Background: an optimization exercise with open tools, aiming at small area. Do not read the settings as production practice.
The RTL was checked by simulation tests, not by an equivalence proof against the original design.
The clock port is modelled as an ideal driver; clocking choices that lean on that would not hold on a real chip.
Power is estimated from default activity; no workload was simulated.

[flow/flow/run.sh]
#!/bin/bash
# Standard ORFS layout with two changes: port buffers use the smallest
# buffer cell, and clock tree synthesis inserts no dummy loads.
set -euo pipefail
bash standard.sh \
  BUFFER_PORTS_ARGS="-buffer_cell sky130_fd_sc_hd__buf_1" \
  CTS_ARGS="-sink_clustering_enable -repair_clock_nets -dont_use_dummy_load -sink_clustering_size 40 -sink_clustering_max_diameter 1000 -sink_clustering_levels 1" \
  finish > standard.log 2>&1
[flow/standard.sh]
#!/bin/bash
# synth_recipe.tcl (not shown) runs the flow's synth.tcl, then flattens the netlist and writes it again
# the make line also repeats each setting of config.mk as NAME=value (left out here)
make -C /OpenROAD-flow-scripts/flow DESIGN_CONFIG=/design/flow/config.mk WORK_HOME=/design/flow/orfs CLKGATE_MAP_FILE= SYNTH_SCRIPT=/design/flow/synth_recipe.tcl "${@:-finish}"
[flow/config.mk]
export PLATFORM = sky130hd
export DESIGN_NAME = Main
export DESIGN_NICKNAME = Main
export VERILOG_FILES = /design/flow/design.v
export SDC_FILE = /design/flow/constraint.sdc
export NUM_CORES = 4
export LEC_CHECK = 0
export CAP_MARGIN = 20
export CORE_MARGIN = 2
export CORE_UTILIZATION = 65
export SLEW_MARGIN = 20
[flow/constraint.sdc]
create_clock -name core_clock -period 10.0 [get_ports {i_Clk}]
set_input_delay 2.0000 -clock core_clock [delete_from_list [all_inputs] [get_ports {i_Clk}]]
set_output_delay 2.0000 -clock core_clock [all_outputs]
set_load 0.01 [all_outputs]
[flow/design.v]
module Main(
  input  i_Clk,
  input  i_Reset,
  input  i_Switch_1,
  input  i_Switch_2,
  input  i_Switch_3,
  input  i_Switch_4,
  input  io_PMOD_1,
  output io_PMOD_2,
  output o_LED_1,
  output o_LED_2,
  output o_LED_3,
  output o_LED_4,
  output o_VGA_HSync,
  output o_VGA_VSync,
  output o_VGA_Red_0,
  output o_VGA_Red_1,
  output o_VGA_Red_2,
  output o_VGA_Grn_0,
  output o_VGA_Grn_1,
  output o_VGA_Grn_2,
  output o_VGA_Blu_0,
  output o_VGA_Blu_1,
  output o_VGA_Blu_2);
  reg [9:0] x;
  reg [9:0] y;
  wire x_end = x[9] & x[8] & x[5];             
  wire y_end = y[9] & y[3] & y[2] & y[0];      
  wire x_eq1 = ~|x[9:1];
  wire y_eq1 = ~|y[9:1];
  wire x_ge640 = x[9] & (x[8] | x[7]);
  wire x_gt640 = x[9] & (x[8] | (x[7] & |x[6:0]));
  wire y_ge480 = y[9] | &y[8:5];
  wire y_gt480 = y[9] | (&y[8:5] & |y[4:0]);
  wire [9:0] x_inc, y_inc;
  wire [10:0] x_c, y_c;
  assign x_c[0] = 1'b1;
  assign y_c[0] = x_end;
  genvar i;
  generate for (i = 0; i < 10; i = i + 1) begin : g_xy
    assign x_inc[i] = x[i] ^ x_c[i];
    assign x_c[i+1] = x[i] & x_c[i];
    assign y_inc[i] = y[i] ^ y_c[i];
    assign y_c[i+1] = y[i] & y_c[i];
  end endgenerate
  wire x_load = i_Reset | x_end;
  wire y_load = i_Reset | (x_end & y_end);
  always @(posedge i_Clk) begin
    x <= {x_inc[9:1] & {9{~x_load}}, x_inc[0] | x_load};
    y <= {y_inc[9:1] & {9{~y_load}}, y_inc[0] | y_load};
  end
  wire hr = x_end;
  wire hb = x_ge640 & ~x_end;
  wire vr = (y_eq1 & ~x_end) | (y_end & x_end);
  wire vb = (y_gt480 | (y_ge480 & x_end)) & ~(y_end & x_end);
  wire hr_d = x_eq1;
  wire hb_d = x_gt640;
  wire vr_d = y_eq1;
  wire vb_d = y_gt480;
  assign o_VGA_HSync = x < 657 || x > 752;
  assign o_VGA_VSync = y < 491 || y > 492;
  assign io_PMOD_2   = o_VGA_VSync;
  reg [5:0] paddle;
  wire paddle_on = |paddle;
  wire paddle_video = ~io_PMOD_1 & paddle_on & x >= 32 & x <= 42;
  wire [5:0] p_inc;
  wire [6:0] p_c;
  assign p_c[0] = hr & ~io_PMOD_1 & paddle_on;
  generate for (i = 0; i < 6; i = i + 1) begin : g_p
    assign p_inc[i] = paddle[i] ^ p_c[i];
    assign p_c[i+1] = paddle[i] & p_c[i];
  end endgenerate
  wire p_load = i_Reset | vr;
  always @(posedge i_Clk)
    paddle <= {p_inc[5:4] & {2{~p_load}}, p_inc[3] | p_load,
               p_inc[2:1] & {2{~p_load}}, p_inc[0] | p_load};
  reg [9:0] bh;
  reg [1:0] speed;
  reg [8:0] bv;
  reg hdir_q, vdir_q;
  wire ball_h = bh >= 316 && bh <= 325;
  wire ball_v = bv >= 237 && bv <= 246;
  wire ball   = ball_h & ball_v;
  wire hit    = ball & paddle_video;
  reg hdir, vdir;
  always @* begin
    hdir = hdir_q;
    vdir = vdir_q;
    if (ball_v && vr_d) vdir = 1'b0;
    if (ball_v && vb_d) vdir = 1'b1;
    if (ball_h && hb_d) hdir = 1'b1;
    if (ball_h && hr_d) hdir = 1'b0;
    if (hit) hdir = 1'b0;
    if (i_Switch_1) begin hdir = 1'b1; vdir = 1'b1; end
    if (i_Switch_2) begin hdir = 1'b1; vdir = 1'b0; end
    if (i_Switch_3) begin hdir = 1'b0; vdir = 1'b1; end
    if (i_Switch_4) begin hdir = 1'b0; vdir = 1'b0; end
    if (i_Reset)    begin hdir = 1'b0; vdir = 1'b1; end
  end
  always @(posedge i_Clk) begin
    hdir_q <= hdir;
    vdir_q <= vdir;
  end
  wire move = vb & |speed;
  wire [9:0] bh_inc;
  wire [10:0] bh_c;
  assign bh_c[0] = ~hb;
  generate for (i = 0; i < 10; i = i + 1) begin : g_bh
    assign bh_inc[i] = bh[i] ^ bh_c[i];
    assign bh_c[i+1] = bh[i] & bh_c[i];
  end endgenerate
  wire bh_wrap = ~hb & bh[9] & bh[7];    
  wire bh_clr  = i_Reset | bh_wrap;
  always @(posedge i_Clk)
    bh <= {bh_inc[9:2] & {8{~bh_clr}},
           ~i_Reset & (bh_wrap ? move & hdir : bh_inc[1]),
           ~i_Reset & (bh_wrap ? ~move : bh_inc[0])};
  always @(posedge i_Clk) begin
    if (i_Reset || (y_end && x_end))
      speed <= 3;
    else if (bh_wrap && move)
      speed <= speed - 2'd1;
  end
  wire [8:0] bv_inc;
  wire [9:0] bv_c;
  assign bv_c[0] = hr & ~vb;
  generate for (i = 0; i < 9; i = i + 1) begin : g_bv
    assign bv_inc[i] = bv[i] ^ bv_c[i];
    assign bv_c[i+1] = bv[i] & bv_c[i];
  end endgenerate
  wire bv_wrap = bv_c[0] & bv[8] & bv[7] & bv[6] & bv[5];    
  wire bv_clr  = i_Reset | bv_wrap;
  always @(posedge i_Clk)
    bv <= {bv_inc[8:2] & {7{~bv_clr}},
           ~i_Reset & (bv_wrap ? vdir : bv_inc[1]),
           i_Reset | (~bv_wrap & bv_inc[0])};
  wire net_row = y[3] ? ~(y[2] & (y[1] | y[0])) : (y[2] & (y[1] | y[0]));
  wire net_video = net_row && x >= 317 && x <= 324;
  reg  [23:0] lfsr;
  wire tick = lfsr == 24'hb862c1;
  wire lfsr_load = i_Reset || tick;
  always @(posedge i_Clk) begin
    if (lfsr_load)
      lfsr <= 0;
    else
      lfsr <= {~lfsr[22:0], ~(lfsr[23] ^ lfsr[22] ^ lfsr[21] ^ lfsr[16])};
  end
  reg [1:0] led;
  reg [2:0] five;
  always @(posedge i_Clk) begin
    if (i_Reset) begin
      led  <= 0;
      five <= 0;
    end else if (tick) begin
      led  <= led + 2'd1;
      five <= five == 4 ? 3'd0 : five + 3'd1;
    end
  end
  assign o_LED_4 = led == 0;
  assign o_LED_3 = led == 1;
  assign o_LED_2 = led == 2;
  assign o_LED_1 = led == 3;
  wire [9:0] dig;
  assign dig[0] = led[0] == 1'b0 && five == 3'd0;
  assign dig[1] = led[0] == 1'b1 && five == 3'd1;
  assign dig[2] = led[0] == 1'b0 && five == 3'd2;
  assign dig[3] = led[0] == 1'b1 && five == 3'd3;
  assign dig[4] = led[0] == 1'b0 && five == 3'd4;
  assign dig[5] = led[0] == 1'b1 && five == 3'd0;
  assign dig[6] = led[0] == 1'b0 && five == 3'd1;
  assign dig[7] = led[0] == 1'b1 && five == 3'd2;
  assign dig[8] = led[0] == 1'b0 && five == 3'd3;
  assign dig[9] = led[0] == 1'b1 && five == 3'd4;
  wire [6:0] seg;
  assign seg[6] = dig[0] | dig[2] | dig[3] | dig[5] | dig[6] | dig[7] | dig[8] | dig[9];
  assign seg[5] = dig[0] | dig[1] | dig[2] | dig[3] | dig[4] | dig[7] | dig[8] | dig[9];
  assign seg[4] = dig[0] | dig[1] | dig[3] | dig[4] | dig[5] | dig[6] | dig[7] | dig[8] | dig[9];
  assign seg[3] = dig[0] | dig[2] | dig[3] | dig[5] | dig[6] | dig[8] | dig[9];
  assign seg[2] = dig[0] | dig[2] | dig[6] | dig[8];
  assign seg[1] = dig[0] | dig[4] | dig[5] | dig[6] | dig[8] | dig[9];
  assign seg[0] = dig[2] | dig[3] | dig[4] | dig[5] | dig[6] | dig[8] | dig[9];
  wire in_digit = x[9:5] == 5'b00111 || x[9:5] == 5'b01100;
  wire [6:0] row = y[9:3];    
  wire col_l = x[4:3] == 2'd0;
  wire col_r = x[4:3] == 2'd3;
  wire r_a = row == 3;
  wire r_top = row >= 3 && row <= 6;
  wire r_bot = row >= 6 && row <= 9;
  wire r_d = row == 9;
  wire r_g = row == 6;
  wire score_video = in_digit && (
       seg[6] && r_a
    || seg[5] && col_r && r_top
    || seg[4] && col_r && r_bot
    || seg[3] && r_d
    || seg[2] && col_l && r_bot
    || seg[1] && col_l && r_top
    || seg[0] && r_g);
  wire video = x <= 640 && y <= 480
    && (paddle_video || ball || net_video || score_video);
  assign o_VGA_Red_0 = video;
  assign o_VGA_Red_1 = video;
  assign o_VGA_Red_2 = video;
  assign o_VGA_Grn_0 = video;
  assign o_VGA_Grn_1 = video;
  assign o_VGA_Grn_2 = video;
  assign o_VGA_Blu_0 = video;
  assign o_VGA_Blu_1 = video;
  assign o_VGA_Blu_2 = video;
endmodule
==> flow_metrics.py, run 1 <==
metrics = {
    "status": {
        "status": "complete, no violations",
    },
    "timing": {
        "skew_ps": 15.0,
        "slew_headroom_pct": 53.3,
        "fin_crit_sh_pct": 51.4,
        "period_minus_slack_ps": 5140,
        "setup_tns_ps": 0,
        "finalSetupViolations": 0,
        "drv_slew": 0,
        "rsz0062_at_grt": "no",
        "worstMarginPinSlew_ps": 695,
        "finalHoldViolations": 0,
        "holdWs_ps": 404,
        "max_freq_mhz": 194,
    },
    "route": {
        "antenna_left": 0,
        "drc": 0,
        "dr.pass1.iters": 4,
        "drtIter0Drc": 90,
        "drt_wl_total_um": 6550,
        "wl_per_cell_um": 13.5,
        "avgViaCountPerCell": 5.66,
        "vias": 2741,
    },
    "logic_synthesis": {
        "synth_ff_type": "dfxtp_1",
        "synth_seq_cells": 78,
        "ys_warn_count": 1,
        "synth-edff-count": 0,
        "avgSynthCellArea_um2": 9.54,
        "ys_seq_area_share_pct": 40.8,
        "async_flop_share_pct": 0,
        "syn_inst": 401,
        "syn_nets": 460,
        "ys_types": 63,
        "synthesis.area_um2": 3820,
    },
    "power_and_ir_drop": {
        "swShare_pct": 22.2,
        "pwr-share-clk_pct": 33.4,
        "power_density_nw_per_um2": 132,
        "power_frac_seq_pct": 61.9,
        "comb_power_share_pct": 4.7,
        "power_leakage_nw": 1.80,
        "p_switching_mw": 0.118,
        "intPower_mw": 0.412,
        "peakVddDrop_uv": 110,
    },
    "finish": {
        "diodes": 0,
        "syn_to_final_growth_pct": 4.74,
        "final_cells": 484,
        "finalCoreUtilization_pct": 71.4,
        "drive_above_1_share_pct": 4.85,
        "finalNetCount": 473,
        "layout_commonest_cell": "dfxtp_1",
        "design_area_um2": 4010,
        "final_cell_mix": "dfxtp_1, ha_1, nor2_1",
    },
    "cts": {
        "cts_resized": 0,
        "cts_setup_buffers": 0,
        "numCtsBuffers": 9,
        "cts_sinks": 78,
        "cts_max_level": 3,
        "postCtsHoldBufs": 0,
        "clkTransAtPathRegs_ps": 80,
        "cts_tree": "built",
        "clockBufferDepth": 2,
        "clkLatencyLatePin_ps": 350,
        "cts-root-buf": "clkbuf_8",
    },
    "global_route": {
        "grt_pass1_vias": 2616,
        "grt_pass1_wl_um": 11200,
        "grtUsageTotal_pct": 22.5,
        "antenna_found_initial": 0,
        "grt_max_degree": 26,
        "gr-total-overflow": 0,
    },
    "worst_hold_path": {
        "whs_path_depth": 1,
        "hold_path_class": "flip-flop to flip-flop",
        "hold_start": "lfsr[7]",
        "hold_end": "lfsr[8]",
    },
    "die": {
        "start_util_pct": 68.2,
        "rows": 27,
        "core_um2": 5610,
        "ios": 23,
        "die_area_um2": 6510,
        "die_x_um": 80.7,
        "die_h_um": 80.7,
    },
    "worst_setup_path": {
        "path_class": "primary input to primary output",
        "worstPathRequired_ps": 8000,
        "reg2reg_to": "bv[8]",
        "cp_data_arrival_time_ps": 3140,
        "start_kind": "primary input",
        "rrSetupSlack_ps": 7140,
        "crit_fanout": 9,
        "r2r_cells": 13,
        "cp-end-kind": "primary output",
        "worstReg2RegStart": "y[5]",
    },
    "run": {
        "drv_cap": 0,
    },
    "placed_design": {
        "dpl.hpwl_um": 4740,
        "placed_area_um2": 3880,
        "portBuffers": 22,
        "dpl.cell_count": 475,
        "gp_congestion": 0.830,
    },
}
cells in the mapped netlist, drive strengths merged, types with 3 or more instances:
cell | count | area, um^2
nand4b | 3 | 26.3
nor2 | 52 | 198
xor2 | 5 | 43.8
nor4b | 5 | 43.8
nor2b | 5 | 31.3
nor3 | 12 | 65.1
buf | 13 | 92.6
a21oi | 13 | 65.1
a31oi | 4 | 25.0
nand2b | 7 | 43.8
nor3b | 3 | 22.5
or3 | 3 | 23.8
dfxtp | 78 | 1560
clkbuf | 8 | 30.0
mux2i | 5 | 50.1
inv | 14 | 52.6
nand4 | 3 | 18.8
ha | 52 | 651
xnor2 | 6 | 52.6
nand2 | 17 | 63.8
o21ai | 11 | 55.1
and2 | 36 | 225
critical path, stage by stage:
cell and delay (ps):
buf_1 70, a21oi_1 160, o2111a_1 230, a311oi_1 50, o22ai_1 440, buf_1 200
power by group through the flow:
stage                     clock [mW]  combinational, mW  sequential (mW)
after global routing           0.196             0.0290            0.329
after detailed placement           0             0.0249            0.335
after floorplan                    0             0.0186            0.333
after CTS                      0.183             0.0252            0.328
final                          0.177             0.0248            0.328
after global placement             0             0.0238            0.335
through the flow:
step | power, mW | worst slack [ps]
after floorplan | 0.352 | 4870
after global placement | 0.359 | 4910
after detailed placement | 0.360 | 4820
after CTS | 0.536 | 4820
after global routing | 0.554 | 4640
final | 0.530 | 4860
kinds of logic after synthesis:
family                     after synthesis  synth area share (%)
and+or+nand+nor                        165                  23.8
DFF                                     78                  40.8
AOI/OAI and AO/OA                       55                  9.92
adders and majority gates               52                  17.0
buffers and inverters                   35                  4.58
xor gates and xnor gates                11                  2.52
muxes                                    5                  1.31
per-layer routing:
layer  wire, um  up-vias  track usage (%)
met5          0        -                0
met4        134        0             10.8
li1           -     1403                -
met2       3020       43             37.7
met3        197       11             3.82
met1       3200     1284             28.0
how the worst max path moves through the flow:
| stage | startpoint | endpoint | slack [ps] |
|---|---|---|---|
| global placement | io_PMOD_1 | o_VGA_Grn_1 | 4910 |
| finish | io_PMOD_1 | o_VGA_Red_0 | 4860 |
| floorplan | io_PMOD_1 | o_VGA_Blu_1 | 4870 |
| global route | io_PMOD_1 | o_VGA_Red_0 | 4640 |
| detailed placement | io_PMOD_1 | o_VGA_Red_0 | 4820 |
| CTS | io_PMOD_1 | o_VGA_Red_0 | 4820 |
registers in the layout, summed over array words and instances (netlist names):
register,flops
vdir_q,1
y,10
x,10
paddle,6
bh,10
speed,2
hdir_q,1
bv,9
lfsr,24
led,2
five,3
layout make-up:
cell class	count	area [um^2]
repair buffers	23	90.1
well taps	72	90.1
fillers	456	1600
clock buffers	9	124
inverters	14	52.6
flip-flops and latches	78	1560
multi-input cells	288	2090
==> run 2: changes to the inputs <==
==> flow/flow/run.sh (replaced) <==
#!/bin/bash
# The standard ORFS layout (standard.sh) with three changes:
#  - synthesis is the standard flow's own script, but abc maps the logic with
#    flow/abc.script, an area-oriented script, instead of abc_speed;
#    everything before abc (and so every register) is unchanged;
#  - port buffers use the smallest buffer cell;
#  - clock tree synthesis inserts no dummy loads.
set -euo pipefail
F=$PWD/flow
# synth_recipe.tcl with synth.tcl swapped for a copy that calls abc with
# flow/abc.script.
sed "s|^  log_cmd abc {\*}\$abc_args|  set abc_args [lreplace \$abc_args 1 1 $F/abc.script]\n  log_cmd abc {*}\$abc_args|" \
  "$FLOW_HOME/scripts/synth.tcl" > synth_area.tcl
grep -q "flow/abc.script" synth_area.tcl
sed "s|\$::env(SCRIPTS_DIR)/synth.tcl|$PWD/synth_area.tcl|" synth_recipe.tcl > synth_top.tcl
grep -q synth_area.tcl synth_top.tcl
bash standard.sh \
  SYNTH_SCRIPT="$PWD/synth_top.tcl" \
  BUFFER_PORTS_ARGS="-buffer_cell sky130_fd_sc_hd__buf_1" \
  CTS_ARGS="-sink_clustering_enable -repair_clock_nets -dont_use_dummy_load" \
  finish > standard.log 2>&1
==> flow/flow/abc.script (new file) <==
&get -n
&st
&deepsyn -T 60
&dch -f
&nf -a -R 20
&put
==> run 2 against run 1 <==
Synthesized cell count shrank 7.0%. Utilization up 1.7 points. Hold slack worse by 1.1 ps. Die area down 6.3%. Still clean on timing, DRC and antenna. Setup slack got worse by 46 ps. Clock skew fell by 1.8 ps. Clock-buffer cell count is the same. Routed wire length decreased by 4.9%. Sequential share of layout area rose by 2.0 points. Combinational power down 2%.
==> flow_metrics.py, run 2 <==
metrics = {
    "logic_synthesis": {
        "ys_types": 43,
        "syn_inst": 373,
        "synth_seq_cells": 78,
        "synthesis.area_um2": 3570,
        "synth_common_cells": "dfxtp_1, ha_1, nor2_1",
        "ys_warn_count": 1,
        "avgSynthCellArea_um2": 9.57,
        "ys_seq_area_share_pct": 43.8,
        "async_flop_share_pct": 0,
        "synth-edff-count": 0,
        "syn_nets": 432,
        "synth_top_area_cell": "dfxtp_1",
        "synthTopCellsByArea": "dfxtp_1, ha_1, nor2_1",
        "synth_top_area_share_pct": 43.8,
        "yosysMostFrequentCell": "dfxtp_1",
        "synth_ff_type": "dfxtp_1",
    },
    "timing": {
        "worstMarginPinSlew_ps": 832,
        "slew_headroom_pct": 44.0,
        "period_minus_slack_ps": 5190,
        "setup_tns_ps": 0,
        "drv_slew": 0,
        "finalHoldViolations": 0,
        "finalSetupViolations": 0,
        "rsz0062_at_grt": "no",
        "skew_ps": 13.2,
        "fin_ws_ps": 4810,
        "max_freq_mhz": 193,
        "fin_crit_sh_pct": 51.9,
    },
    "finish": {
        "diodes": 0,
        "largest_register_ffs": 24,
        "final_cell_mix": "dfxtp_1, ha_1, nor2_1",
        "layout_commonest_cell": "dfxtp_1",
        "largest-register": "lfsr",
        "syn_to_final_growth_pct": 6.70,
        "finalNetCount": 457,
        "design_area_um2": 3810,
        "drive_above_1_share_pct": 2.78,
    },
    "route": {
        "drc": 0,
        "antenna_left": 0,
        "wl_per_cell_um": 13.4,
        "vias": 2625,
        "drt_wl_total_um": 6230,
        "avgViaCountPerCell": 5.63,
        "dr.pass1.iters": 4,
        "drtIter0Drc": 110,
    },
    "cts": {
        "clockBufferDepth": 2,
        "cts_tree": "built",
        "cts_max_level": 3,
        "clkTransAtPathRegs_ps": 60,
        "numCtsBuffers": 9,
        "cts-root-buf": "clkbuf_8",
        "cts_setup_buffers": 0,
        "postCtsHoldBufs": 0,
        "cts_resized": 0,
        "cts_sinks": 78,
        "clkLatencyLatePin_ps": 340,
    },
    "worst_setup_path": {
        "start_kind": "primary input",
        "crit_fanout": 9,
        "worstPathRequired_ps": 8000,
        "cp-end-kind": "primary output",
        "path_buf_inv": 2,
        "slowest_stage": "a41oi_1",
        "path_cells": "buf_1 > a221oi_1 > nand3_1 > a41oi_1 > buf_1",
        "cp_data_arrival_time_ps": 3190,
        "path_class": "primary input to primary output",
        "cp_top_family": "compound AO/OA/AOI/OAI gates",
        "worst_path_most_repeated_cell": "buf_1",
        "critical-path-max-stage-delay_ps": 490,
        "rrSetupSlack_ps": 6760,
    },
    "global_route": {
        "gr-total-overflow": 0,
        "grtUsageTotal_pct": 22.6,
        "grt_pass1_wl_um": 10900,
        "grt_max_degree": 27,
        "antenna_found_initial": 0,
        "grt_pass1_vias": 2503,
    },
    "placed_design": {
        "dpl.hpwl_um": 4640,
        "post-place-ws_ps": 4780,
        "gp_congestion": 0.905,
        "placed_area_um2": 3680,
        "portBuffers": 22,
    },
    "power_and_ir_drop": {
        "total_power_mw": 0.529,
        "peakVddDrop_uv": 112,
        "power_density_nw_per_um2": 139,
        "power_leakage_nw": 1.71,
    },
    "die": {
        "start_util_pct": 68.6,
        "die_area_um2": 6100,
        "core_um2": 5200,
        "rows": 26,
        "die_h_um": 78.1,
        "ios": 23,
        "die_x_um": 78.1,
    },
    "status": {
        "status": "complete, no violations",
    },
    "worst_hold_path": {
        "hold_path_class": "flip-flop to flip-flop",
    },
    "run": {
        "drv_cap": 0,
    },
}
run 2: cell types whose count changed in the layout (fill, tap and decap cells not counted), sizes merged, moves of 4 or more:
| cell | before | now |
|---|---|---|
| nand2 | 17 | 22 |
| and2 | 36 | 19 |
| and3 | 2 | 17 |
| o21ai | 11 | 16 |
| mux2i | 5 | 1 |
| inv | 14 | 0 |
| nand3 | 2 | 11 |
| nor2 | 52 | 42 |
| nor4 | 1 | 6 |
| clkinv | 0 | 13 |
| nand4 | 3 | 7 |
run 2: power breakdown:
| part | total, mW | internal, mW | switching (mW) |
|---|---|---|---|
| Sequential | 0.328 | 0.321 | 0.00679 |
| Combinational | 0.0244 | 0.0104 | 0.0140 |
| Clock | 0.177 | 0.0804 | 0.0965 |
run 2: kinds of logic after synthesis:
family / after synthesis / synth area share (%)
compound gates: 52 / 9.19
xor+xnor: 9 / 2.21
fa+ha+maj: 52 / 18.2
buf+inv: 22 / 3.26
flops: 78 / 43.8
mux: 1 / 0.281
simple gates: 159 / 23.1
run 2: stage by stage:
stage	std cells	hold slack, ps	util [%]
floorplan	373	380	-
global placement	457	395	70.8
detailed placement	457	393	70.8
CTS	466	403	73.1
global route	466	423	73.1
finish	466	403	73.1
run 2: worst reg2reg max path, stage by stage (launching register included):
cell	delay [ps]
dfxtp_1	540
nand3_1	460
nor2_1	440
nor2_1	70
nor2_1	180
ha_1	190
ha_1	140
ha_1	140
ha_1	130
ha_1	140
ha_1	140
ha_1	150
ha_1	170
xor2_1	150
and3_1	160
run 2: worst paths after layout:
path                            startpoint     endpoint  depth (start not counted)
worst min register to register    lfsr[14]     lfsr[15]                          1
worst max-delay path             io_PMOD_1  o_VGA_Grn_2                          5
worst max register to register        x[5]        bv[8]                         14
worst min-delay path              lfsr[14]     lfsr[15]                          1
run 2: final cells by class:
type | count | area (um^2)
Timing Repair Buffer | 23 | 90.1
Tap cell | 70 | 87.6
Clock buffer | 9 | 124
Fill cell | 394 | 1400
Multi-Input combinational cell | 273 | 1900
Inverter | 13 | 48.8
Sequential cell | 78 | 1560
run 2: layer usage:
layer / wire length (um) / vias up / global-route usage [%]
li1: - / 1363 / -
met1: 2990 / 1199 / 29.0
met2: 2900 / 54 / 36.6
met3: 266 / 9 / 5.98
met4: 76 / 0 / 8.42
met5: 0 / - / 0
==> run 3: changes to the inputs <==
--- a/flow/flow/run.sh
+++ b/flow/flow/run.sh
@@ -1,7 +1,8 @@
 #!/bin/bash
 # The standard ORFS layout (standard.sh) with three changes:
-#  - synthesis is the standard flow's own script, but abc maps the logic with
+#  - synthesis is the standard flow's own script, but adders are left to abc as plain
+#    logic (no half/full adder cells), and abc maps the logic with
 #    flow/abc.script, an area-oriented script, instead of abc_speed;
-#    everything before abc (and so every register) is unchanged;
+#    the register mapping (and so every register) is unchanged;
 #  - port buffers use the smallest buffer cell;
 #  - clock tree synthesis inserts no dummy loads.
@@ -17,4 +18,5 @@
 bash standard.sh \
   SYNTH_SCRIPT="$PWD/synth_top.tcl" \
+  ADDER_MAP_FILE= \
   BUFFER_PORTS_ARGS="-buffer_cell sky130_fd_sc_hd__buf_1" \
   CTS_ARGS="-sink_clustering_enable -repair_clock_nets -dont_use_dummy_load" \
==> flow/flow/abc.script (replaced) <==
&get -n
&st
&deepsyn -T 60
&dch -f
&nf -a -R 50
&put
&get -n
&st
&dch -f
&nf -a -R 50
&put
==> run 3 against run 2 <==
Clock skew up 5.2 ps. Largest power group unchanged. Non-clock buffer count grew 2. Synthesized cell count is 2.7% higher. Combinational power shrank 7%. Sequential power is essentially flat. Cell area down 9.1%. Via count grew 5.1%. Synthesized area decreased by 9.9%. Final cell count up 1.9%. Power shrank 0.32%. Setup slack got worse by 230 ps. Critical path depth is 2 higher.
==> flow_metrics.py, run 3 <==
metrics = {
    "cts": {
        "postCtsHoldBufs": 0,
        "cts-root-buf": "clkbuf_8",
        "clkTransAtPathRegs_ps": 80,
        "cts_max_level": 3,
        "cts_setup_buffers": 0,
        "clkLatencyLatePin_ps": 350,
        "cts_tree": "built",
        "clockBufferDepth": 2,
        "numCtsBuffers": 9,
        "cts_sinks": 78,
        "cts_resized": 0,
    },
    "logic_synthesis": {
        "syn_nets": 390,
        "syn_inst": 383,
        "ys_warn_count": 1,
        "synth_seq_cells": 78,
        "synthTopCellsByArea": "dfxtp_1, nor2_1, a21oi_1",
        "async_flop_share_pct": 0,
        "ys_seq_area_share_pct": 48.6,
        "synth_ff_type": "dfxtp_1",
        "yosysMostFrequentCell": "dfxtp_1",
        "synth_top_area_cell": "dfxtp_1",
        "synthesis.area_um2": 3220,
        "ys_types": 44,
        "synth-edff-count": 0,
        "synth_top_area_share_pct": 48.6,
        "avgSynthCellArea_um2": 8.40,
        "synth_common_cells": "dfxtp_1, nor2_1, a21oi_1",
    },
    "finish": {
        "largest_register_ffs": 24,
        "layout_commonest_cell": "dfxtp_1",
        "drive_above_1_share_pct": 2.94,
        "design_area_um2": 3460,
        "final_cell_mix": "dfxtp_1, nor2_1, a21oi_1",
        "final_cells": 475,
        "finalNetCount": 417,
        "largest-register": "lfsr",
        "diodes": 0,
        "syn_to_final_growth_pct": 7.63,
    },
    "route": {
        "vias": 2758,
        "avgViaCountPerCell": 5.81,
        "antenna_left": 0,
        "dr.pass1.iters": 5,
        "drc": 0,
        "drtIter0Drc": 95,
        "wl_per_cell_um": 13.3,
        "drt_wl_total_um": 6340,
    },
    "worst_setup_path": {
        "cp-end-kind": "primary output",
        "crit_fanout": 9,
        "cp_data_arrival_time_ps": 3420,
        "path_class": "primary input to primary output",
        "worstPathRequired_ps": 8000,
        "start_kind": "primary input",
    },
    "die": {
        "start_util_pct": 67.6,
        "die_x_um": 74.3,
        "die_area_um2": 5530,
        "ios": 23,
        "core_um2": 4750,
        "die_h_um": 74.3,
        "rows": 25,
    },
    "global_route": {
        "grt_pass1_wl_um": 10200,
        "grt_max_degree": 22,
        "gr-total-overflow": 0,
        "antenna_found_initial": 0,
        "grtUsageTotal_pct": 24.4,
        "grt_pass1_vias": 2381,
    },
    "timing": {
        "max_freq_mhz": 184,
        "drv_slew": 0,
        "worstMarginPinSlew_ps": 796,
        "skew_ps": 18.4,
        "finalSetupViolations": 0,
        "setup_tns_ps": 0,
        "fin_crit_sh_pct": 54.2,
        "period_minus_slack_ps": 5420,
        "rsz0062_at_grt": "no",
        "slew_headroom_pct": 46.5,
        "finalHoldViolations": 0,
    },
    "placed_design": {
        "dpl.hpwl_um": 4490,
        "portBuffers": 22,
        "placed_area_um2": 3340,
        "dpl.cell_count": 466,
        "gp_congestion": 0.858,
    },
    "power_and_ir_drop": {
        "total_power_mw": 0.528,
        "peakVddDrop_uv": 145,
        "power_density_nw_per_um2": 152,
        "power_leakage_nw": 1.32,
    },
    "status": {
        "status": "complete, no violations",
    },
    "run": {
        "drv_cap": 0,
    },
    "worst_hold_path": {
        "hold_path_class": "flip-flop to flip-flop",
    },
}
-- run 3: cell types whose count changed after synthesis, sizes merged, moves of 11 or more --
cell / delta
a21oi: +29
ha: -52
nor3: +12
o21ai: +11
nor2: +26
and2: -15
-- run 3: logic make-up (layout without fill, tap and decap cells) --
group | after synthesis | in the layout | synth area share (%)
compound gates | 102 | 102 | 18.8
simple gates | 172 | 172 | 25.8
mux | 3 | 3 | 0.973
flops | 78 | 78 | 48.6
xor+xnor | 10 | 10 | 2.72
buf+inv | 18 | 43 | 3.15
-- run 3: path summary, 6_finish.rpt --
path / startpoint / endpoint / slack (ps) / cells after the start
hold / removal: lfsr[14] / lfsr[15] / 400 / 1
setup / recovery: io_PMOD_1 / o_VGA_Red_2 / 4580 / 7
setup reg to reg: x[5] / bv[6] / 7280 / 9
hold reg to reg: lfsr[14] / lfsr[15] / 400 / 1
-- run 3: critical path, stage by stage --
cell	delay, ps
buf_1	70
a21oi_1	190
o211ai_1	170
nand2_1	100
nor3_1	50
nor3_1	620
buf_1	220
-- run 3: report_power, final --
part	internal, mW	leakage, nW	switching [mW]
Sequential	0.321	0.639	0.00790
Clock	0.0803	0.0647	0.0955
Combinational	0.00950	0.615	0.0132
-- run 3: through the flow --
step           util (%)  hold slack, ps  setup WS, ps
3_3_place_gp       70.2             390          4690
4_1_cts            72.8             408          4610
5_1_grt            72.8             424          4420
6_report           72.8             401          4580
3_5_place_dp       70.2             398          4610
2_1_floorplan         -             380          4680
-- run 3: layout make-up --
cell class                      instances  area [um^2]
Timing Repair Buffer                   25          105
Sequential cell                        78         1560
Clock buffer                            9          124
Multi-Input combinational cell        287         1550
Inverter                                9         33.8
Fill cell                             390         1290
Tap cell                               67         83.8
-- run 3: metal layers --
layer | vias up | global-route usage [%] | wire length (um)
met3 | 12 | 8.40 | 280
met4 | 0 | 7.34 | 115
met2 | 46 | 41.9 | 2890
li1 | 1427 | - | -
met5 | - | 0 | 0
met1 | 1273 | 29.0 | 3050
==> run 4: changes to the inputs <==
--- a/flow/flow/run.sh
+++ b/flow/flow/run.sh
@@ -6,5 +6,6 @@
 #    the register mapping (and so every register) is unchanged;
 #  - port buffers use the smallest buffer cell;
-#  - clock tree synthesis inserts no dummy loads.
+#  - the clock tree is flow/pre_cts.tcl's: the clock port drives three
+#    clock buffers, each driving a third of the registers.
 set -euo pipefail
 F=$PWD/flow
@@ -20,4 +21,5 @@
   ADDER_MAP_FILE= \
   BUFFER_PORTS_ARGS="-buffer_cell sky130_fd_sc_hd__buf_1" \
-  CTS_ARGS="-sink_clustering_enable -repair_clock_nets -dont_use_dummy_load" \
+  PRE_CTS_TCL="$F/pre_cts.tcl" CLK_LEAVES=3 CLK_LEAF_BUF=sky130_fd_sc_hd__clkbuf_16 \
+  CTS_ARGS="-repair_clock_nets -dont_use_dummy_load" \
   finish > standard.log 2>&1
==> flow/flow/pre_cts.tcl (new file) <==
# Clock tree built by hand: the registers' clock pins, sorted by x, are
# split into CLK_LEAVES groups of equal size; each group gets its own clock
# buffer at the group's centroid, driven by the clock port. Clock tree
# synthesis then has only the port's net (CLK_LEAVES sinks) to handle.
set block [ord::get_db_block]
set db [ord::get_db]
set clk [$block findNet i_Clk]
set master [$db findMaster $::env(CLK_LEAF_BUF)]
set k $::env(CLK_LEAVES)
set sinks {}
foreach it [$clk getITerms] {
  lassign [[$it getInst] getLocation] x y
  lappend sinks [list $x $y $it]
}
set sinks [lsort -integer -index 0 $sinks]
set n [llength $sinks]
for {set g 0} {$g < $k} {incr g} {
  set lo [expr {($g * $n) / $k}]
  set hi [expr {(($g + 1) * $n) / $k - 1}]
  set buf [odb::dbInst_create $block $master clkleaf_$g]
  set net [odb::dbNet_create $block clknet_leaf_$g]
  $net setSigType CLOCK
  set sx 0
  set sy 0
  foreach s [lrange $sinks $lo $hi] {
    lassign $s x y it
    set sx [expr {$sx + $x}]
    set sy [expr {$sy + $y}]
    $it disconnect
    $it connect $net
  }
  set m [expr {$hi - $lo + 1}]
  [$buf findITerm A] connect $clk
  [$buf findITerm X] connect $net
  $buf setLocation [expr {$sx / $m}] [expr {$sy / $m}]
  $buf setPlacementStatus PLACED
  puts "pre_cts: clkleaf_$g ([$master getName]) drives $m clock pins"
}
global_connect
# Clock tree synthesis leaves the port's net as it is.
set_cts_config -skip_nets {i_Clk}
==> run 4 against run 3 <==
Still clean. Routed wire length shrank 4.0%. Die area did not move. Flip-flop and latch count unchanged. Maximum frequency barely moved. Power shrank 9.2%. First-iteration DRC count is 5.3% lower. Combinational power about the same. Final cell count fell by 1.3%. Largest power group unchanged. Highest routed layer unchanged.
==> flow_metrics.py, run 4 <==
metrics = {
    "worst_setup_path": {
        "slowest_stage": "nor3_1",
        "critical-path-max-stage-delay_ps": 620,
        "cp_data_arrival_time_ps": 3420,
        "worstReg2RegStart": "x[8]",
        "start_kind": "primary input",
        "rrSetupSlack_ps": 7300,
        "crit_start": "io_PMOD_1",
        "crit_fanout": 9,
        "crit_end": "o_VGA_Red_2",
        "path_class": "primary input to primary output",
        "cp-end-kind": "primary output",
        "worstPathRequired_ps": 8000,
        "reg2reg_to": "bv[6]",
        "path_cells": "buf_1 > a21oi_1 > o211ai_1 > nand2_1 > nor3_1 > nor3_1 > buf_1",
        "r2r_cells": 9,
    },
    "route": {
        "dr.pass1.iters": 4,
        "drc": 0,
        "drt_wl_total_um": 6090,
        "drtIter0Drc": 90,
        "vias": 2707,
        "antenna_left": 0,
        "avgViaCountPerCell": 5.77,
        "wl_per_cell_um": 13.0,
    },
    "placed_design": {
        "gp_congestion": 0.858,
        "dpl.hpwl_um": 4490,
        "post-place-ws_ps": 4610,
        "portBuffers": 22,
    },
    "power_and_ir_drop": {
        "power_density_nw_per_um2": 140,
        "swShare_pct": 19.5,
        "p_switching_mw": 0.0935,
        "pwr-share-clk_pct": 26.6,
        "power_leakage_nw": 1.29,
        "peakVddDrop_uv": 171,
        "power_frac_seq_pct": 68.7,
        "intPower_mw": 0.386,
        "comb_power_share_pct": 4.7,
    },
    "finish": {
        "nFillCells": 397,
        "finalCoreUtilization_pct": 71.8,
        "diodes": 0,
        "syn_to_final_growth_pct": 6.11,
        "largest_register_ffs": 24,
        "final_cell_mix": "dfxtp_1, nor2_1, a21oi_1",
        "drive_above_1_share_pct": 1.49,
        "layout_commonest_cell": "dfxtp_1",
        "largest-register": "lfsr",
        "finalNetCount": 411,
    },
    "die": {
        "rows": 25,
        "start_util_pct": 67.6,
        "ios": 23,
        "die_x_um": 74.3,
        "die_area_um2": 5530,
        "die_h_um": 74.3,
        "core_um2": 4750,
    },
    "global_route": {
        "grt_pass1_wl_um": 10000,
        "grt_max_degree": 27,
        "gr-total-overflow": 0,
        "grt_pass1_vias": 2323,
        "antenna_found_initial": 0,
        "grtUsageTotal_pct": 22.3,
    },
    "logic_synthesis": {
        "synth_ff_type": "dfxtp_1",
        "avgSynthCellArea_um2": 8.40,
        "ys_warn_count": 1,
        "synth_top_area_cell": "dfxtp_1",
        "synth_top_area_share_pct": 48.6,
        "synth_common_cells": "dfxtp_1, nor2_1, a21oi_1",
        "synthesis.area_um2": 3220,
        "yosysMostFrequentCell": "dfxtp_1",
        "ys_seq_area_share_pct": 48.6,
        "synth_seq_cells": 78,
        "async_flop_share_pct": 0,
        "synth-edff-count": 0,
        "ys_types": 44,
        "syn_inst": 383,
        "syn_nets": 390,
        "synthTopCellsByArea": "dfxtp_1, nor2_1, a21oi_1",
    },
    "timing": {
        "fin_ws_ps": 4580,
        "max_freq_mhz": 185,
        "skew_ps": 8.04,
        "worstMarginPinSlew_ps": 791,
        "fin_crit_sh_pct": 54.2,
        "slew_headroom_pct": 46.8,
        "drv_slew": 0,
        "period_minus_slack_ps": 5420,
        "finalHoldViolations": 0,
        "setup_tns_ps": 0,
        "rsz0062_at_grt": "no",
        "finalSetupViolations": 0,
    },
    "cts": {
        "clkLatencyLatePin_ps": 160,
        "postCtsHoldBufs": 0,
        "cts_setup_buffers": 0,
        "cts_resized": 0,
        "clkTransAtPathRegs_ps": 90,
    },
    "status": {
        "status": "complete, no violations",
    },
    "run": {
        "drv_cap": 0,
    },
    "worst_hold_path": {
        "hold_start": "lfsr[14]",
        "hold_path_class": "flip-flop to flip-flop",
    },
}
-- run 4: final cells by class --
| type | count | area (um^2) | share of cell area (%) |
|---|---|---|---|
| repair buffers | 25 | 105 | 3.08 |
| multi-input cells | 287 | 1550 | 45.5 |
| inverters | 9 | 33.8 | 0.990 |
| well taps | 67 | 83.8 | 2.46 |
| flip-flops and latches | 78 | 1560 | 45.8 |
| plain buffers | 3 | 75.1 | 2.20 |
-- run 4: metal layers --
layer / wire (um) / track usage, %
met4: 32 / 1.39
met5: 0 / 0
met1: 2930 / 29.2
met2: 2920 / 42.7
met3: 202 / 1.08
-- run 4: through the flow --
stage                     hold WS, ps  power, mW  area [um^2]  cells
after floorplan                   380      0.351         3220    383
after global placement            390      0.358         3340    466
after detailed placement          398      0.359         3340    466
after CTS                         398      0.460         3410    469
after global routing              430      0.497         3410    469
final                             408      0.479         3410    469
-- run 4: power by group through the flow --
stage	registers (mW)	logic, mW	clock network (mW)
floorplan	0.334	0.0165	0
global placement	0.336	0.0218	0
detailed placement	0.336	0.0227	0
CTS	0.336	0.0228	0.101
global route	0.331	0.0256	0.141
finish	0.329	0.0226	0.127
-- run 4: logic make-up (layout without fill, tap and decap cells) --
family / Yosys count / in the layout / synth area share (%)
simple gates: 172 / 172 / 25.8
compound gates: 102 / 102 / 18.8
flops: 78 / 78 / 48.6
buf+inv: 18 / 37 / 3.15
xor+xnor: 10 / 10 / 2.72
mux: 3 / 3 / 0.973
-- run 4: worst max-delay path: cells and delay by family --
family | cells | cell delay (ps)
and+or+nand+nor | 3 | 770
AOI/OAI and AO/OA | 2 | 360
buffers and inverters | 2 | 290
-- run 4: how the worst min path moves through the flow --
stage                    end  slack (ps)  cells past startpoint
floorplan           lfsr[15]         380                      1
global placement    lfsr[15]         390                      1
detailed placement  lfsr[15]         400                      1
CTS                 lfsr[15]         400                      1
global route        lfsr[10]         430                      1
finish              lfsr[15]         410                      1
==> run 5: changes to the inputs <==
--- a/flow/design.v
+++ b/flow/design.v
@@ -62,5 +62,5 @@
   assign io_PMOD_2   = o_VGA_VSync;
   reg [5:0] paddle;
-  wire paddle_on = |paddle;
+  wire paddle_on = |paddle[5:3];    
   wire paddle_video = ~io_PMOD_1 & paddle_on & x >= 32 & x <= 42;
   wire [5:0] p_inc;
@@ -154,5 +154,5 @@
     end else if (tick) begin
       led  <= led + 2'd1;
-      five <= five == 4 ? 3'd0 : five + 3'd1;
+      five <= {five[1] & five[0], five[1] ^ five[0], ~five[2] & ~five[0]};
     end
   end
@@ -161,15 +161,20 @@
   assign o_LED_2 = led == 2;
   assign o_LED_1 = led == 3;
+  wire f0 = ~five[2] & ~five[1] & ~five[0];
+  wire f1 = ~five[1] & five[0];
+  wire f2 = five[1] & ~five[0];
+  wire f3 = five[1] & five[0];
+  wire f4 = five[2];
   wire [9:0] dig;
-  assign dig[0] = led[0] == 1'b0 && five == 3'd0;
-  assign dig[1] = led[0] == 1'b1 && five == 3'd1;
-  assign dig[2] = led[0] == 1'b0 && five == 3'd2;
-  assign dig[3] = led[0] == 1'b1 && five == 3'd3;
-  assign dig[4] = led[0] == 1'b0 && five == 3'd4;
-  assign dig[5] = led[0] == 1'b1 && five == 3'd0;
-  assign dig[6] = led[0] == 1'b0 && five == 3'd1;
-  assign dig[7] = led[0] == 1'b1 && five == 3'd2;
-  assign dig[8] = led[0] == 1'b0 && five == 3'd3;
-  assign dig[9] = led[0] == 1'b1 && five == 3'd4;
+  assign dig[0] = ~led[0] & f0;
+  assign dig[1] = led[0] & f1;
+  assign dig[2] = ~led[0] & f2;
+  assign dig[3] = led[0] & f3;
+  assign dig[4] = ~led[0] & f4;
+  assign dig[5] = led[0] & f0;
+  assign dig[6] = ~led[0] & f1;
+  assign dig[7] = led[0] & f2;
+  assign dig[8] = ~led[0] & f3;
+  assign dig[9] = led[0] & f4;
   wire [6:0] seg;
   assign seg[6] = dig[0] | dig[2] | dig[3] | dig[5] | dig[6] | dig[7] | dig[8] | dig[9];
@@ -197,5 +202,5 @@
     || seg[1] && col_l && r_top
     || seg[0] && r_g);
-  wire video = x <= 640 && y <= 480
+  wire video = ~x_gt640 & ~y_gt480
     && (paddle_video || ball || net_video || score_video);
   assign o_VGA_Red_0 = video;
==> run 5 against run 4 <==
Combinational power fell by 5%. Final cell count stayed put. Hold slack better by 8.5 ps. Clock power barely moved. Setup slack gained 0.68 ps. Power decreased by 0.25%. Die area decreased by 0.89%. Sequential share of layout area rose by 0.61 points. Register-to-register slack worse by 40 ps. Flip-flop and latch count unchanged. Synthesized cell count is 0.52% higher. Maximum frequency about the same.
==> flow_metrics.py, run 5 <==
metrics = {
    "global_route": {
        "antenna_found_initial": 0,
        "grt_pass1_vias": 2282,
        "grt_pass1_wl_um": 9880,
        "gr-total-overflow": 0,
        "grtUsageTotal_pct": 21.7,
        "grt_max_degree": 27,
    },
    "timing": {
        "period_minus_slack_ps": 5420,
        "worstMarginPinSlew_ps": 853,
        "skew_ps": 4.46,
        "setup_tns_ps": 0,
        "rsz0062_at_grt": "no",
        "max_freq_mhz": 185,
        "fin_crit_sh_pct": 54.2,
        "finalHoldViolations": 0,
        "holdWs_ps": 417,
        "drv_slew": 0,
        "finalSetupViolations": 0,
        "slew_headroom_pct": 41.7,
    },
    "worst_setup_path": {
        "crit_fanout": 9,
        "r2r_cells": 9,
        "worstPathRequired_ps": 8000,
        "path_class": "primary input to primary output",
        "rrSetupSlack_ps": 7260,
        "path_cells": "buf_1 > nor2_1 > nand3_1 > o21ai_0 > a211oi_1 > nor3_1 > buf_1",
        "cp_top_family": "simple AND/OR/NAND/NOR gates",
        "reg2reg_to": "bh[1]",
        "worst_path_most_repeated_cell": "buf_1",
        "critical-path-max-stage-delay_ps": 580,
        "start_kind": "primary input",
        "slowest_stage": "nor3_1",
        "worstReg2RegStart": "bh[6]",
        "crit_start": "io_PMOD_1",
        "cp_data_arrival_time_ps": 3420,
        "crit_end": "o_VGA_Blu_2",
        "cp-end-kind": "primary output",
        "path_buf_inv": 2,
        "critical_path_depth": 7,
    },
    "finish": {
        "regArea_um2": 1560,
        "finalNetCount": 411,
        "final_cell_mix": "dfxtp_1, nor2_1, a21oi_1",
        "nFillCells": 403,
        "drive_above_1_share_pct": 0.995,
        "diodes": 0,
        "largest_register_ffs": 24,
        "multi_input_area_um2": 1530,
        "final_cells": 469,
        "largest-register": "lfsr",
        "layout_commonest_cell": "dfxtp_1",
        "syn_to_final_growth_pct": 5.70,
    },
    "power_and_ir_drop": {
        "p_switching_mw": 0.0928,
        "power_density_nw_per_um2": 142,
        "peakVddDrop_uv": 207,
        "pwr-share-clk_pct": 26.9,
        "power_frac_seq_pct": 68.7,
        "intPower_mw": 0.385,
        "swShare_pct": 19.4,
        "comb_power_share_pct": 4.5,
        "power_leakage_nw": 1.23,
    },
    "die": {
        "die_area_um2": 5480,
        "ios": 23,
        "core_um2": 4720,
        "rows": 25,
        "die_x_um": 74.0,
        "die_h_um": 74.0,
        "start_util_pct": 67.4,
    },
    "cts": {
        "postCtsHoldBufs": 0,
        "cts_setup_buffers": 0,
        "cts_resized": 0,
        "clkTransAtPathRegs_ps": 90,
        "clkLatencyLatePin_ps": 160,
    },
    "route": {
        "avgViaCountPerCell": 5.81,
        "drc": 0,
        "dr.pass1.iters": 5,
        "antenna_left": 0,
        "drtIter0Drc": 85,
        "wl_per_cell_um": 12.9,
        "drt_wl_total_um": 6070,
        "vias": 2724,
    },
    "logic_synthesis": {
        "synth_common_cells": "dfxtp_1, nor2_1, a21oi_1",
        "ys_seq_area_share_pct": 49.0,
        "synthesis.area_um2": 3190,
        "avgSynthCellArea_um2": 8.27,
        "synth_seq_cells": 78,
        "async_flop_share_pct": 0,
        "yosysMostFrequentCell": "dfxtp_1",
        "synthTopCellsByArea": "dfxtp_1, nor2_1, a21oi_1",
        "synth_top_area_share_pct": 49.0,
        "synth_ff_type": "dfxtp_1",
        "syn_inst": 385,
        "synth-edff-count": 0,
        "syn_nets": 392,
        "ys_types": 37,
        "synth_top_area_cell": "dfxtp_1",
        "ys_warn_count": 1,
    },
    "worst_hold_path": {
        "hold_path_class": "flip-flop to flip-flop",
    },
    "placed_design": {
        "gp_congestion": 0.882,
        "dpl.hpwl_um": 4430,
        "portBuffers": 22,
        "dpl.cell_count": 466,
    },
    "run": {
        "drv_cap": 0,
    },
    "status": {
        "status": "complete, no violations",
    },
}
-- run 5: layer usage --
metal	part of all wire [%]	track usage, %	up-vias	routed length (um)
met1	48	31.8	1244	2930
met4	1.5	3.64	0	91
met2	46	36.0	61	2790
met3	4.3	1.49	8	259
li1	-	-	1411	-
met5	0	0	-	0
-- run 5: cell families after synthesis --
logic type	after synthesis	share of synthesized area, %
compound gates	99	17.8
xor+xnor	9	2.47
buf+inv	17	3.06
flops	78	49.0
simple gates	182	27.6
-- run 5: through the flow --
| stage | setup WS [ps] | util [%] | total power [mW] | instance area, um^2 |
|---|---|---|---|---|
| final | 4580 | 71.3 | 0.478 | 3370 |
| after global routing | 4380 | 71.3 | 0.497 | 3370 |
| after CTS | 4560 | 71.3 | 0.459 | 3370 |
| after detailed placement | 4580 | 69.7 | 0.357 | 3290 |
| after global placement | 4650 | 69.7 | 0.356 | 3290 |
| after floorplan | 4660 | - | 0.349 | 3190 |
-- run 5: how the worst min path moves through the flow --
stage / start / endpoint / slack (ps) / cells past startpoint
final: lfsr[18] / lfsr[19] / 420 / 1
after global routing: lfsr[0] / lfsr[1] / 440 / 1
after floorplan: lfsr[18] / lfsr[19] / 380 / 1
after detailed placement: lfsr[7] / lfsr[8] / 400 / 1
after global placement: lfsr[9] / lfsr[10] / 400 / 1
after CTS: lfsr[9] / lfsr[10] / 400 / 1
-- run 5: worst reg2reg max path: cells and delay by family (launching register included) --
kind / cells / cell delay (ps)
buffers and inverters: 1 / 100
AND/OR/NAND/NOR: 2 / 500
flip-flops: 1 / 400
AO/OA/AOI/OAI: 6 / 1670
-- run 5: cell type report --
class	instances	share of cell area, %
Sequential cell	78	46.4
Timing Repair Buffer	23	2.68
Multi-Input combinational cell	290	45.3
Inverter	8	0.892
Tap cell	67	2.49
Buffer	3	2.23
-- run 5: power by group through the flow --
stage | logic, mW | clock network (mW) | registers, mW
2_1_floorplan | 0.0159 | 0 | 0.334
3_3_place_gp | 0.0211 | 0 | 0.335
3_5_place_dp | 0.0216 | 0 | 0.335
4_1_cts | 0.0217 | 0.101 | 0.335
5_1_grt | 0.0245 | 0.142 | 0.330
6_report | 0.0215 | 0.128 | 0.328
==> run 6: changes to the inputs <==
--- a/flow/flow/run.sh
+++ b/flow/flow/run.sh
@@ -6,6 +6,6 @@
 #    the register mapping (and so every register) is unchanged;
 #  - port buffers use the smallest buffer cell;
-#  - the clock tree is flow/pre_cts.tcl's: the clock port drives three
-#    clock buffers, each driving a third of the registers.
+#  - the clock tree is flow/pre_cts.tcl's: the clock port drives four
+#    clock buffers, each driving a quarter of the registers.
 set -euo pipefail
 F=$PWD/flow
@@ -21,5 +21,5 @@
   ADDER_MAP_FILE= \
   BUFFER_PORTS_ARGS="-buffer_cell sky130_fd_sc_hd__buf_1" \
-  PRE_CTS_TCL="$F/pre_cts.tcl" CLK_LEAVES=3 CLK_LEAF_BUF=sky130_fd_sc_hd__clkbuf_16 \
+  PRE_CTS_TCL="$F/pre_cts.tcl" CLK_LEAVES=4 CLK_LEAF_BUF=sky130_fd_sc_hd__clkbuf_8 \
   CTS_ARGS="-repair_clock_nets -dont_use_dummy_load" \
   finish > standard.log 2>&1
==> run 6 against run 5 <==
Global-route usage down 0.11 points. Synthesized area unchanged. Clock power down 15%. Synthesized cell count unchanged. Flip-flop and latch count unchanged. Utilization down 0.42 points. Cell area down 0.59%. Sequential power about the same. Combinational power about the same. Sequential share of layout area up 0.28 points. Critical endpoint unchanged.
==> flow_metrics.py, run 6 <==
metrics = {
    "power_and_ir_drop": {
        "intPower_mw": 0.368,
        "power_density_nw_per_um2": 137,
        "power_frac_seq_pct": 71.5,
        "pwr-share-clk_pct": 23.8,
        "swShare_pct": 19.9,
        "p_switching_mw": 0.0915,
        "power_leakage_nw": 1.22,
        "comb_power_share_pct": 4.7,
        "peakVddDrop_uv": 181,
    },
    "timing": {
        "period_minus_slack_ps": 5410,
        "rsz0062_at_grt": "no",
        "worstMarginPinSlew_ps": 849,
        "finalSetupViolations": 0,
        "setup_tns_ps": 0,
        "fin_crit_sh_pct": 54.1,
        "slew_headroom_pct": 41.9,
        "max_freq_mhz": 185,
        "skew_ps": 16.3,
        "drv_slew": 0,
        "finalHoldViolations": 0,
    },
    "cts": {
        "cts_resized": 0,
        "cts_setup_buffers": 0,
        "clkLatencyLatePin_ps": 170,
        "clkTransAtPathRegs_ps": 120,
        "postCtsHoldBufs": 0,
    },
    "worst_setup_path": {
        "reg2reg_to": "bh[1]",
        "cp-end-kind": "primary output",
        "cp_top_family": "simple AND/OR/NAND/NOR gates",
        "worstReg2RegStart": "bh[6]",
        "cp_data_arrival_time_ps": 3410,
        "r2r_cells": 9,
        "rrSetupSlack_ps": 7260,
        "start_kind": "primary input",
        "worstPathRequired_ps": 8000,
        "path_cells": "buf_1 > nor2_1 > nand3_1 > o21ai_0 > a211oi_1 > nor3_1 > buf_1",
        "critical-path-max-stage-delay_ps": 580,
        "worst_path_most_repeated_cell": "buf_1",
        "slowest_stage": "nor3_1",
        "path_buf_inv": 2,
        "crit_fanout": 9,
        "path_class": "primary input to primary output",
    },
    "finish": {
        "syn_to_final_growth_pct": 5.07,
        "drive_above_1_share_pct": 1.24,
        "final_cell_mix": "dfxtp_1, nor2_1, a21oi_1",
        "finalCoreUtilization_pct": 70.9,
        "largest_register_ffs": 24,
        "layout_commonest_cell": "dfxtp_1",
        "nFillCells": 402,
        "diodes": 0,
        "largest-register": "lfsr",
        "finalNetCount": 412,
    },
    "global_route": {
        "antenna_found_initial": 0,
        "gr-total-overflow": 0,
        "grtUsageTotal_pct": 21.6,
        "grt_max_degree": 21,
        "grt_pass1_wl_um": 9800,
        "grt_pass1_vias": 2260,
    },
    "route": {
        "antenna_left": 0,
        "avgViaCountPerCell": 5.81,
        "drc": 0,
        "vias": 2729,
        "dr.pass1.iters": 5,
        "drt_wl_total_um": 5970,
        "wl_per_cell_um": 12.7,
        "drtIter0Drc": 126,
    },
    "die": {
        "core_um2": 4720,
        "rows": 25,
        "die_h_um": 74.0,
        "ios": 23,
        "die_area_um2": 5480,
        "start_util_pct": 67.4,
        "die_x_um": 74.0,
    },
    "placed_design": {
        "gp_congestion": 0.882,
        "portBuffers": 22,
        "dpl.hpwl_um": 4430,
    },
    "logic_synthesis": {
        "synth_top_area_share_pct": 49.0,
        "syn_inst": 385,
        "ys_types": 37,
        "ys_warn_count": 1,
        "synth_top_area_cell": "dfxtp_1",
        "async_flop_share_pct": 0,
        "synth_common_cells": "dfxtp_1, nor2_1, a21oi_1",
        "synthTopCellsByArea": "dfxtp_1, nor2_1, a21oi_1",
        "yosysMostFrequentCell": "dfxtp_1",
        "synth_ff_type": "dfxtp_1",
        "ys_seq_area_share_pct": 49.0,
        "synth-edff-count": 0,
        "syn_nets": 392,
        "synth_seq_cells": 78,
        "avgSynthCellArea_um2": 8.27,
        "synthesis.area_um2": 3190,
    },
    "worst_hold_path": {
        "whs_path_depth": 1,
        "hold_start": "lfsr[19]",
        "hold_end": "lfsr[20]",
        "hold_path_class": "flip-flop to flip-flop",
    },
    "run": {
        "drv_cap": 0,
    },
    "status": {
        "status": "complete, no violations",
    },
}
## run 6: cell type report
class	count	area [um^2]	share of cell area (%)
plain buffers	4	55.1	1.64
multi-input cells	290	1530	45.6
inverters	8	30.0	0.897
repair buffers	23	90.1	2.69
well taps	67	83.8	2.50
flip-flops and latches	78	1560	46.7
## run 6: routing by layer
layer / vias to the layer above / GRT usage [%] / routed length [um]
met2: 79 / 36.1 / 2710
met5: - / 0 / 0
met4: 0 / 3.84 / 94
met3: 8 / 1.63 / 318
met1: 1228 / 31.2 / 2850
li1: 1414 / - / -
## run 6: cell families (layout without fill, tap and decap cells)
kind of cell / after synthesis / count (layout) / share of synthesized area (%)
AND/OR/NAND/NOR: 182 / 182 / 27.6
AO/OA/AOI/OAI: 99 / 99 / 17.8
flip-flops: 78 / 78 / 49.0
buffers and inverters: 17 / 35 / 3.06
XOR/XNOR: 9 / 9 / 2.47
## run 6: worst max path at each step
stage / startpoint / depth (start not counted) / end
floorplan: io_PMOD_1 / 6 / o_VGA_Blu_1
global placement: io_PMOD_1 / 7 / o_VGA_Blu_0
detailed placement: io_PMOD_1 / 7 / o_VGA_Blu_2
CTS: io_PMOD_1 / 7 / o_VGA_Blu_2
global route: io_PMOD_1 / 7 / o_VGA_Blu_1
finish: io_PMOD_1 / 7 / o_VGA_Blu_2
## run 6: stage by stage
step                      worst slack [ps]  std cells  power, mW  hold WS [ps]  instance area [um^2]
after global placement                4650        466      0.356           396                  3290
after detailed placement              4580        466      0.357           401                  3290
final                                 4590        470      0.459           409                  3350
after floorplan                       4660        385      0.349           383                  3190
after global routing                  4380        470      0.479           414                  3350
after CTS                             4580        470      0.441           402                  3350
## run 6: power groups by stage
stage | clock network [mW] | registers [mW] | logic (mW)
after floorplan | 0 | 0.334 | 0.0159
after global placement | 0 | 0.335 | 0.0211
after detailed placement | 0 | 0.335 | 0.0216
after CTS | 0.0841 | 0.335 | 0.0217
after global routing | 0.125 | 0.330 | 0.0244
final | 0.109 | 0.328 | 0.0215
==> run 7: changes to the inputs <==
--- a/flow/design.v
+++ b/flow/design.v
@@ -79,6 +79,6 @@
   reg [8:0] bv;
   reg hdir_q, vdir_q;
-  wire ball_h = bh >= 316 && bh <= 325;
-  wire ball_v = bv >= 237 && bv <= 246;
+  wire ball_h = bh >= 320 && bh <= 329;
+  wire ball_v = bv >= 240 && bv <= 249;
   wire ball   = ball_h & ball_v;
   wire hit    = ball & paddle_video;
@@ -110,8 +110,9 @@
     assign bh_c[i+1] = bh[i] & bh_c[i];
   end endgenerate
-  wire bh_wrap = ~hb & bh[9] & bh[7];    
+  wire bh_wrap = ~hb & bh[9] & bh[7] & bh[2];    
   wire bh_clr  = i_Reset | bh_wrap;
   always @(posedge i_Clk)
-    bh <= {bh_inc[9:2] & {8{~bh_clr}},
+    bh <= {bh_inc[9:3] & {7{~bh_clr}},
+           i_Reset | bh_wrap | bh_inc[2],
            ~i_Reset & (bh_wrap ? move & hdir : bh_inc[1]),
            ~i_Reset & (bh_wrap ? ~move : bh_inc[0])};
@@ -129,10 +130,11 @@
     assign bv_c[i+1] = bv[i] & bv_c[i];
   end endgenerate
-  wire bv_wrap = bv_c[0] & bv[8] & bv[7] & bv[6] & bv[5];    
+  wire bv_wrap = bv_c[0] & bv[8] & bv[7] & bv[6] & bv[5] & bv[1] & bv[0];    
   wire bv_clr  = i_Reset | bv_wrap;
   always @(posedge i_Clk)
-    bv <= {bv_inc[8:2] & {7{~bv_clr}},
-           ~i_Reset & (bv_wrap ? vdir : bv_inc[1]),
-           i_Reset | (~bv_wrap & bv_inc[0])};
+    bv <= {bv_inc[8:3] & {6{~bv_clr}},
+           i_Reset | (bv_wrap ? vdir : bv_inc[2]),
+           ~i_Reset & (bv_wrap ? ~vdir : bv_inc[1]),
+           ~i_Reset & (bv_wrap | bv_inc[0])};
   wire net_row = y[3] ? ~(y[2] & (y[1] | y[0])) : (y[2] & (y[1] | y[0]));
   wire net_video = net_row && x >= 317 && x <= 324;
==> run 7 against run 6 <==
Clock skew rose by 1.0 ps. Global-route usage fell by 0.64 points. Cell area fell by 1.6%. Setup slack got worse by 140 ps. Critical path depth did not move. Synthesized area fell by 1.2%. Combinational power rose by 3%. Maximum frequency fell by 2.6%. Critical path type unchanged.
==> flow_metrics.py, run 7 <==
metrics = {
    "placed_design": {
        "placed_area_um2": 3240,
        "gp_congestion": 0.905,
        "dpl.cell_count": 443,
        "dpl.hpwl_um": 4270,
        "portBuffers": 22,
    },
    "logic_synthesis": {
        "synthTopCellsByArea": "dfxtp_1, nor2_1, a21oi_1",
        "avgSynthCellArea_um2": 8.39,
        "yosysMostFrequentCell": "dfxtp_1",
        "synth_common_cells": "dfxtp_1, nor2_1, a21oi_1",
        "async_flop_share_pct": 0,
        "synth_seq_cells": 78,
        "ys_warn_count": 1,
        "ys_types": 37,
        "synth_top_area_cell": "dfxtp_1",
        "ys_seq_area_share_pct": 49.6,
        "syn_nets": 382,
        "synth-edff-count": 0,
        "synth_ff_type": "dfxtp_1",
        "syn_inst": 375,
        "synthesis.area_um2": 3150,
        "synth_top_area_share_pct": 49.6,
    },
    "worst_setup_path": {
        "rrSetupSlack_ps": 7350,
        "worst_path_most_repeated_cell": "buf_1",
        "reg2reg_to": "bv[6]",
        "path_cells": "buf_1 > nor3b_1 > o211ai_1 > nand3_1 > a31oi_1 > nor3_1 > buf_1",
        "r2r_cells": 9,
        "worstPathRequired_ps": 8000,
        "slowest_stage": "nor3_1",
        "crit_end": "o_VGA_Blu_2",
        "crit_start": "io_PMOD_1",
        "worstReg2RegStart": "x[5]",
        "path_buf_inv": 2,
        "cp_data_arrival_time_ps": 3550,
        "start_kind": "primary input",
        "cp-end-kind": "primary output",
        "crit_fanout": 9,
        "critical-path-max-stage-delay_ps": 560,
        "path_class": "primary input to primary output",
        "critical_path_depth": 7,
        "cp_top_family": "simple AND/OR/NAND/NOR gates",
    },
    "timing": {
        "rsz0062_at_grt": "no",
        "drv_slew": 0,
        "fin_crit_sh_pct": 55.5,
        "worstMarginPinSlew_ps": 706,
        "setup_tns_ps": 0,
        "max_freq_mhz": 180,
        "period_minus_slack_ps": 5550,
        "finalHoldViolations": 0,
        "finalSetupViolations": 0,
        "holdWs_ps": 417,
        "slew_headroom_pct": 52.6,
        "skew_ps": 17.3,
    },
    "finish": {
        "final_cells": 447,
        "largest_register_ffs": 24,
        "finalNetCount": 402,
        "final_cell_mix": "dfxtp_1, nor2_1, a21oi_1",
        "nFillCells": 401,
        "drive_above_1_share_pct": 1.27,
        "syn_to_final_growth_pct": 4.61,
        "layout_commonest_cell": "dfxtp_1",
        "largest-register": "lfsr",
        "design_area_um2": 3290,
        "diodes": 0,
    },
    "power_and_ir_drop": {
        "peakVddDrop_uv": 145,
        "power_density_nw_per_um2": 140,
        "power_leakage_nw": 1.25,
        "total_power_mw": 0.461,
    },
    "cts": {
        "cts_setup_buffers": 0,
        "postCtsHoldBufs": 0,
        "clkTransAtPathRegs_ps": 90,
        "clkLatencyLatePin_ps": 170,
        "cts_resized": 0,
    },
    "global_route": {
        "grt_pass1_vias": 2198,
        "grt_pass1_wl_um": 9390,
        "grt_max_degree": 23,
        "grtUsageTotal_pct": 20.9,
        "antenna_found_initial": 0,
        "gr-total-overflow": 0,
    },
    "die": {
        "die_x_um": 73.6,
        "die_area_um2": 5410,
        "start_util_pct": 67.1,
        "die_h_um": 73.6,
        "rows": 25,
        "ios": 23,
        "core_um2": 4690,
    },
    "route": {
        "drtIter0Drc": 131,
        "antenna_left": 0,
        "wl_per_cell_um": 12.5,
        "avgViaCountPerCell": 5.81,
        "dr.pass1.iters": 4,
        "drc": 0,
        "vias": 2598,
        "drt_wl_total_um": 5610,
    },
    "status": {
        "status": "complete, no violations",
    },
    "worst_hold_path": {
        "hold_path_class": "flip-flop to flip-flop",
        "whs_path_depth": 1,
    },
    "run": {
        "drv_cap": 0,
    },
}
[run 7: changes by cell type after synthesis, moves of 4 or more]
cell / delta
nor3_1: +5
o21ai_0: -7
nand2_1: -7
nor2_1: -4
[run 7: report_power, final]
| part | total [mW] | leakage, nW | switching (mW) | internal, mW |
|---|---|---|---|---|
| clock network | 0.110 | 0.0288 | 0.0729 | 0.0374 |
| logic | 0.0222 | 0.582 | 0.0127 | 0.00951 |
| registers | 0.329 | 0.638 | 0.00733 | 0.321 |
| total | 0.461 | 1.25 | 0.0930 | 0.368 |
[run 7: cell type report]
class,instances,area (um^2),area share [%]
repair buffers,23,90.1,2.74
flip-flops and latches,78,1560,47.4
inverters,7,26.3,0.798
multi-input cells,281,1490,45.3
plain buffers,4,55.1,1.67
well taps,54,67.6,2.05
[run 7: metrics by stage]
stage                     utilization (%)  setup slack [ps]
final                                70.2              4450
after global routing                 70.2              4220
after CTS                            70.2              4440
after detailed placement             69.0              4440
after global placement               69.0              4550
after floorplan                         -              4540
[run 7: worst min path at each step]
stage / end / slack [ps] / from
floorplan: lfsr[19] / 380 / lfsr[18]
global placement: lfsr[19] / 390 / lfsr[18]
detailed placement: lfsr[11] / 410 / lfsr[10]
CTS: lfsr[11] / 410 / lfsr[10]
global route: lfsr[11] / 440 / lfsr[10]
finish: lfsr[11] / 420 / lfsr[10]
[run 7: cells by family after synthesis]
group | Yosys count | share of synthesized area [%]
AND/OR/NAND/NOR | 184 | 29.0
buffers and inverters | 16 | 2.98
flip-flops | 78 | 49.6
XOR/XNOR | 10 | 2.78
AO/OA/AOI/OAI | 87 | 15.6
[run 7: layer usage]
metal | vias to the layer above | part of all wire [%] | global-route usage (%)
met3 | 3 | 2.6 | 1.10
met4 | 0 | 0.82 | 1.82
li1 | 1370 | - | -
met2 | 33 | 49 | 38.5
met1 | 1192 | 47 | 28.2
met5 | - | 0 | 0

-- afterwards: timing with drivers on the ports --
In the flow no input, the clock included, has a driving cell. The finished layouts below were timed again as built, in two steps. Step 1, drivers: a clkbuf_16 drives i_Clk and a buf_2 each remaining input, both assumed. Step 2 also shifts input and output timing later by t, the mid clock arrival at the registers, as if the neighbouring blocks saw the same clock. a / b / c = ideal / step 1 / step 2; a / b = the first two.
run | shift t [ns] | setup WS [ns] | hold WS [ns]
run 1 | 0.371 | 4.856 / 4.835 / 4.835 | 0.404 / 0.404 / 0.404
run 2 | 0.361 | 4.810 / 4.789 / 4.789 | 0.403 / 0.403 / 0.403
run 3 | 0.368 | 4.577 / 4.557 / 4.557 | 0.401 / 0.401 / 0.401
run 4 | 0.208 | 4.580 / 4.561 / 4.561 | 0.408 / 0.408 / 0.408
run 5 | 0.211 | 4.581 / 4.562 / 4.562 | 0.417 / 0.417 / 0.417
run 6 | 0.217 | 4.590 / 4.570 / 4.570 | 0.409 / 0.409 / 0.409
run 7 | 0.212 | 4.447 / 4.426 / 4.426 | 0.417 / 0.417 / 0.417
After both steps setup and hold are still met in every run listed.
